This is an optimization exercise on Yosys and OpenROAD, whose aim is small area, a short achievable clock period and few clock cycles, not a production implementation. Only simulation tests tie the RTL to the original design; equivalence was not proved.

// EC_TOP
module EC_TOP(
    clk, rst_n, in_valid,
    in_Px, in_Py, in_Qx, in_Qy, in_prime, in_a,
    out_valid, out_Rx, out_Ry
);
For scale: about 3600 cells after synthesis, roughly 44 flip-flops, about 52 I/O pins.
export LEC_CHECK = 0
export CAP_MARGIN = 20
export CORE_MARGIN = 2
export CORE_UTILIZATION = 55
export SLEW_MARGIN = 20
create_clock -name core_clock -period 160.0 [get_ports {clk}]
standard.sh (not shown) runs the stock make flow with config.mk's settings and CLKGATE_MAP_FILE= SYNTH_SCRIPT=/design/flow/synth_recipe.tcl, a recipe that flattens the netlist after the stock synthesis.
==> flow/flow/run.sh <==
#!/bin/bash
# Own layout flow: the standard ORFS flow, with a different synthesis mapping:
#  - no full-adder cell extraction (adders stay plain gates for abc),
#  - abc with flow/abc.script: &deepsyn restructuring, then an area-oriented map with a delay target.
#  - every input and output port still gets a buffer, but a sky130_fd_sc_hd__buf_2
#    instead of the delay buffer buffer_ports picks by default.
# Registers, their names and everything else are as in the standard flow.
set -euo pipefail
W=$(pwd)
mkdir -p "$W/mysynth"
python3 - "$FLOW_HOME/scripts/synth.tcl" "$W/mysynth/synth.tcl" "$W/flow/abc.script" <<'PY'
import sys
src, dst, abc = sys.argv[1:]
s = open(src).read()
old = "  log_cmd abc {*}$abc_args\n"
assert s.count(old) == 1
s = s.replace(old, "  set abc_args [lreplace $abc_args 1 1 %s]\n%s" % (abc, old))
open(dst, "w").write(s)
PY
bash standard.sh SYNTH_SCRIPT="$W/flow/my_synth.tcl" MY_SYNTH_TCL="$W/mysynth/synth.tcl" \
    ADDER_MAP_FILE= BUFFER_PORTS_ARGS="-buffer_cell sky130_fd_sc_hd__buf_2" finish > "$W/flow_make.log" 2>&1
==> flow/flow/abc.script <==
strash
ifraig
scorr
dc2
dretime
strash
&get -n
&deepsyn -T 120
&put
dch -f
map -D 40000 -B 0.9
strash
dch -f
map -D 40000 -B 0.9
topo
stime -c
buffer -c
upsize -c -D 40000
dnsize -c -D 40000
==> flow/flow/my_synth.tcl <==
# The standard flow's synthesis wrapper (synth_recipe.tcl), sourcing a copy of ORFS's synth.tcl
# whose abc call uses flow/abc.script (see run.sh).
proc synth {args} { yosys synth -nofsm -noshare {*}$args }
source $::env(MY_SYNTH_TCL)
# left out here: clear keep_hierarchy, flatten, clean up, hide names made inside functions, write 1_2_yosys.v
The baseline produced a clean layout.
Testbench counts at the start, summed over its fixed seeds: cycles 1,608.
Rerun with:
==> flow/flow/abc.script (replaced) <==
strash
ifraig
scorr
dc2
dretime
strash
&get -n
&deepsyn -T 120
&put
dch -f
map -D 47000 -B 0.9
strash
dch -f
map -D 47000 -B 0.9
topo
stime -c
buffer -c
upsize -c -D 47000
dnsize -c -D 47000
Outcome:
- count of clock-buffer cells in the layout came out lower by 2
- die area came out lower by about 4.6%
- routed wire length came out lower by 7.2%
- setup slack is worse by 3.8 ns
- final cell count came out lower by 8.2%
Rerun with:
--- a/flow/flow/run.sh
+++ b/flow/flow/run.sh
@@ -4,5 +4,3 @@
 #  - abc with flow/abc.script: &deepsyn restructuring, then an area-oriented map with a delay target.
-#  - every input and output port still gets a buffer, but a sky130_fd_sc_hd__buf_2
-#    instead of the delay buffer buffer_ports picks by default.
-# Registers, their names and everything else are as in the standard flow.
+# Registers, their names and everything after synthesis are as in the standard flow.
 set -euo pipefail
@@ -20,2 +18,2 @@
 bash standard.sh SYNTH_SCRIPT="$W/flow/my_synth.tcl" MY_SYNTH_TCL="$W/mysynth/synth.tcl" \
-    ADDER_MAP_FILE= BUFFER_PORTS_ARGS="-buffer_cell sky130_fd_sc_hd__buf_2" finish > "$W/flow_make.log" 2>&1
+    ADDER_MAP_FILE= finish > "$W/flow_make.log" 2>&1
==> flow/flow/abc.script (replaced) <==
strash
ifraig
scorr
dc2
dretime
strash
&get -n
&deepsyn -T 120
&put
dch -f
map -D 30000 -B 0.9
strash
dch -f
map -D 30000 -B 0.9
topo
stime -c
buffer -c
upsize -c -D 30000
dnsize -c -D 30000
What happened: Routed wire length climbs by about 11%. Critical path depth drops by 21. Final area climbs by 7.5%. Worst setup slack improved by 3.7 ns. First-iteration DRC count climbs by about 30%. Via count climbs by 11%. Die area climbs by about 6%. Non-clock buffer count climbs by 2.

afterwards: timing with drivers on the ports:
The flow's constraints put no driver on any port. The routed layouts listed below were extracted and timed again, unchanged, in two steps.
Step 1 (the two cells are an assumption about what drives the block):
set clk [get_ports {clk}]
set_driving_cell -lib_cell sky130_fd_sc_hd__clkbuf_16 $clk
set_driving_cell -lib_cell sky130_fd_sc_hd__buf_2 [delete_from_list [all_inputs] $clk]
Step 2 moves the port delays by t, midway between the first and last clock arrival at a register: inputs arrive t later, outputs are due t later. That takes back most of the time a late clock gives input paths.
Three values: no drivers, after step 1, after step 2; two values: the first two.
run	shift t [ns]	slack for setup (ns)	hold WS [ns]	worst data-port slew with drivers (ns)	cell pins on the clock port's net
the first run	0.346	102.016 / 102.037 / 101.691	31.450 / 31.427 / 31.773	0.08	1
the second run	0.347	98.261 / 98.286 / 97.939	31.455 / 31.429 / 31.776	0.04	1
the third run	0.347	102.000 / 102.022 / 101.675	31.825 / 31.802 / 32.149	0.04	1
After both steps setup and hold are still met in every run listed.
